Context: an optimization exercise on an open-source flow, tuned for small area, a short achievable clock period and few clock cycles. The choices shown serve that exercise and are no tape-out recipe.
The RTL was checked by simulation tests, not by an equivalence proof against the original design.

// produto_escalar
module produto_escalar (
    input  logic         clk_i,
    input  logic         rst_i,
    input  logic         iniciar,
    input  logic [31:0]  a0, a1, a2, a3, a4, a5, a6, a7,
    input  logic [31:0]  b0, b1, b2, b3, b4, b5, b6, b7,
    output logic [63:0]  resultado,
    output logic         concluido
);
  logic        iniciar_prev;
  logic [8:1]  fase;           
  logic [31:0] a_r;
  logic [15:0] one_r, two_r, neg_r;
  logic [63:0] acc_s, acc_c;
  wire ocupado = |fase;
  wire inicio  = iniciar & ~iniciar_prev & ~ocupado;
  wire en      = inicio | (|fase[7:1]);
  always_ff @(posedge clk_i) begin
    if (rst_i) begin
      iniciar_prev <= 1'b0;
      fase         <= 8'd0;
      concluido    <= 1'b0;
    end else begin
      iniciar_prev <= iniciar;
      fase         <= {fase[7:1], inicio};
      if (inicio)       concluido <= 1'b0;
      else if (fase[8]) concluido <= 1'b1;
    end
  end
  wire [31:0] a_sel = ({32{~ocupado}} & a0) | ({32{fase[1]}} & a1) |
                      ({32{fase[2]}} & a2) | ({32{fase[3]}} & a3) |
  ...
clock: 11.5 ns
lec_check: 0
cap_margin: 20
core_margin: 2
core_utilization: 40
slew_margin: 20
synth_hierarchical: 1
synth_minimum_keep_size: 0
run.sh (not shown) runs the stock make flow with config.mk's settings and CLKGATE_MAP_FILE= SYNTH_SCRIPT=/design/flow/synth_recipe.tcl, a recipe that flattens the netlist after the stock synthesis.
Testbench counts at the start, summed over its fixed seeds: cycles 24,000.
==> next run, changes <==
==> flow/flow/run.sh (new file) <==
#!/bin/bash
set -e
echo 'export BUFFER_PORTS_ARGS = -buffer_cell sky130_fd_sc_hd__buf_1' >> config.mk
bash standard.sh SETUP_SLACK_MARGIN=7 finish > standard.log 2>&1
==> flow/standard.sh (new file) <==
#!/bin/bash
# synth_recipe.tcl (not shown) runs the flow's synth.tcl, then flattens the netlist and writes it again
# the make line also repeats each setting of config.mk as NAME=value (left out here)
make -C /OpenROAD-flow-scripts/flow DESIGN_CONFIG=/design/flow/config.mk WORK_HOME=/design/flow/orfs CLKGATE_MAP_FILE= SYNTH_SCRIPT=/design/flow/synth_recipe.tcl "${@:-finish}"
Settings changed: BUFFER_PORTS_ARGS set to -buffer_cell sky130_fd_sc_hd__buf_1.
removed: flow/run.sh
Outcome: Count of clock-buffer cells in the layout shrinks by 9; setup slack improved by 1.4 ns; cell count is higher by 1.4%; non-clock buffer count grows by 67.

Setup of main:
Another version of the RTL of produto_escalar (not shown whole).
For scale: roughly 4200 cells after synthesis, about 340 flip-flops, about 580 I/O pins.
==> flow/config.mk <==
export PLATFORM = sky130hd
export DESIGN_NAME = produto_escalar
export DESIGN_NICKNAME = produto_escalar
export VERILOG_FILES = /design/flow/design.v
export SDC_FILE = /design/flow/constraint.sdc
export NUM_CORES = 4
export LEC_CHECK = 0
export CAP_MARGIN = 20
export CORE_MARGIN = 2
export CORE_UTILIZATION = 40
export SLEW_MARGIN = 20
export SYNTH_HIERARCHICAL = 1
export SYNTH_MINIMUM_KEEP_SIZE = 0
export BUFFER_PORTS_ARGS = -buffer_cell sky130_fd_sc_hd__buf_1
==> flow/constraint.sdc <==
create_clock -name core_clock -period 11.5 [get_ports {clk_i}]
set_input_delay 2.3000 -clock core_clock [delete_from_list [all_inputs] [get_ports {clk_i}]]
set_output_delay 2.3000 -clock core_clock [all_outputs]
set_load 0.01 [all_outputs]
standard.sh (not shown) runs the stock make flow with config.mk's settings and CLKGATE_MAP_FILE= SYNTH_SCRIPT=/design/flow/synth_recipe.tcl, a recipe that flattens the netlist after the stock synthesis.
==> flow/flow/run.sh <==
#!/bin/bash
set -e
echo 'export BUFFER_PORTS_ARGS = -buffer_cell sky130_fd_sc_hd__buf_1' >> config.mk
bash standard.sh SETUP_SLACK_MARGIN=7.8 finish > standard.log 2>&1
Testbench counts of main, summed over its fixed seeds: cycles 26,400.
The inputs of the feature branch differ from those of main as listed below.
==> flow/flow/run.sh <==
#!/bin/bash
set -e
echo 'export BUFFER_PORTS_ARGS = -buffer_cell sky130_fd_sc_hd__buf_1' >> config.mk
bash standard.sh SETUP_SLACK_MARGIN=7.95 finish > standard.log 2>&1
==> notes.md <==
On met3 layer usage reported by global route: between main and the feature branch, it ends up lower for main.
Cmp main and the feature branch / global placer's final weighted congestion / higher: main
Summary of the feature branch over main: first-pass GRT wire length +2700 µm, worst hold slack now sits higher.

produto_escalar again, from the RTL that the note above started with.
==> flow/config.mk <==
export PLATFORM = sky130hd
export DESIGN_NAME = produto_escalar
export DESIGN_NICKNAME = produto_escalar
export VERILOG_FILES = /design/flow/design.v
export SDC_FILE = /design/flow/constraint.sdc
export NUM_CORES = 4
export LEC_CHECK = 0
export CAP_MARGIN = 20
export CORE_MARGIN = 2
export CORE_UTILIZATION = 40
export SLEW_MARGIN = 20
export SYNTH_HIERARCHICAL = 1
export SYNTH_MINIMUM_KEEP_SIZE = 0
export BUFFER_PORTS_ARGS = -buffer_cell sky130_fd_sc_hd__buf_1
==> flow/constraint.sdc <==
create_clock -name core_clock -period 11.5 [get_ports {clk_i}]
set_input_delay 2.3000 -clock core_clock [delete_from_list [all_inputs] [get_ports {clk_i}]]
set_output_delay 2.3000 -clock core_clock [all_outputs]
set_load 0.01 [all_outputs]
==> flow/flow/run.sh <==
#!/bin/bash
set -e
echo 'export BUFFER_PORTS_ARGS = -buffer_cell sky130_fd_sc_hd__buf_1' >> config.mk
bash standard.sh SETUP_SLACK_MARGIN=7.5 finish > standard.log 2>&1
The first run finished clean.
Testbench counts at the start, summed over its fixed seeds: cycles 26,400.
==> next run, changes <==
==> flow/flow/run.sh (replaced) <==
#!/bin/bash
set -e
echo 'export BUFFER_PORTS_ARGS = -buffer_cell sky130_fd_sc_hd__buf_1' >> config.mk
bash standard.sh SETUP_SLACK_MARGIN=7.8 finish > standard.log 2>&1
CORE_UTILIZATION = 50   (was 40)
Result: Cell count falls by 3.3%. Area after synthesis is unchanged. Critical path depth falls by 1. Global-route usage rises by 14 points. Register-to-register slack improves by 0.23 ns. Core utilization rises by 12 points. Flip-flop and latch count does not change. Setup slack improves by 0.23 ns. Hold slack hardly moves. Clock-buffer cell count falls by 11.

separate check: timing with driven ports:
The flow's constraints put no driver on any port. The routed layouts listed below were extracted and timed again, unchanged, in two steps.
Step 1 sets driving cells, clkbuf_16 on the clock port and buf_2 on the other inputs (assumed; they add their load-dependent delay and slew).
Step 2 also shifts input and output timing later by t, the mid clock arrival at the registers, as if the neighbouring blocks saw the same clock.
Three values: ideal ports, drivers, drivers and shift; two values: the first two.
| run | t (ns) | setup WS [ns] | hold WS [ns] | pins driven straight from the clock port |
|---|---|---|---|---|
| the first run of note 1 | 0.657 | 4.137 / 4.071 / 4.728 | 0.476 / 0.476 / 0.476 | 1 |
| the second run of note 1 | 0.668 | 5.505 / 5.434 / 6.102 | 0.496 / 0.496 / 0.496 | 1 |
| main | 0.653 | 7.792 / 7.792 / 7.389 | 0.482 / 0.482 / 0.482 | 1 |
| the feature branch | 0.651 | 7.962 / 7.938 / 7.605 | 0.492 / 0.492 / 0.492 | 1 |
| the first run of note 3 | 0.653 | 7.559 / 7.559 / 7.333 | 0.484 / 0.484 / 0.484 | 1 |
| the second run of note 3 | 0.661 | 7.794 / 7.761 / 7.223 | 0.486 / 0.486 / 0.486 | 1 |
After both steps setup and hold are still met in every run listed. The setup slack of the second run of note 3, which loses most, moves by -0.033 ns with the drivers and by -0.571 ns with both steps.
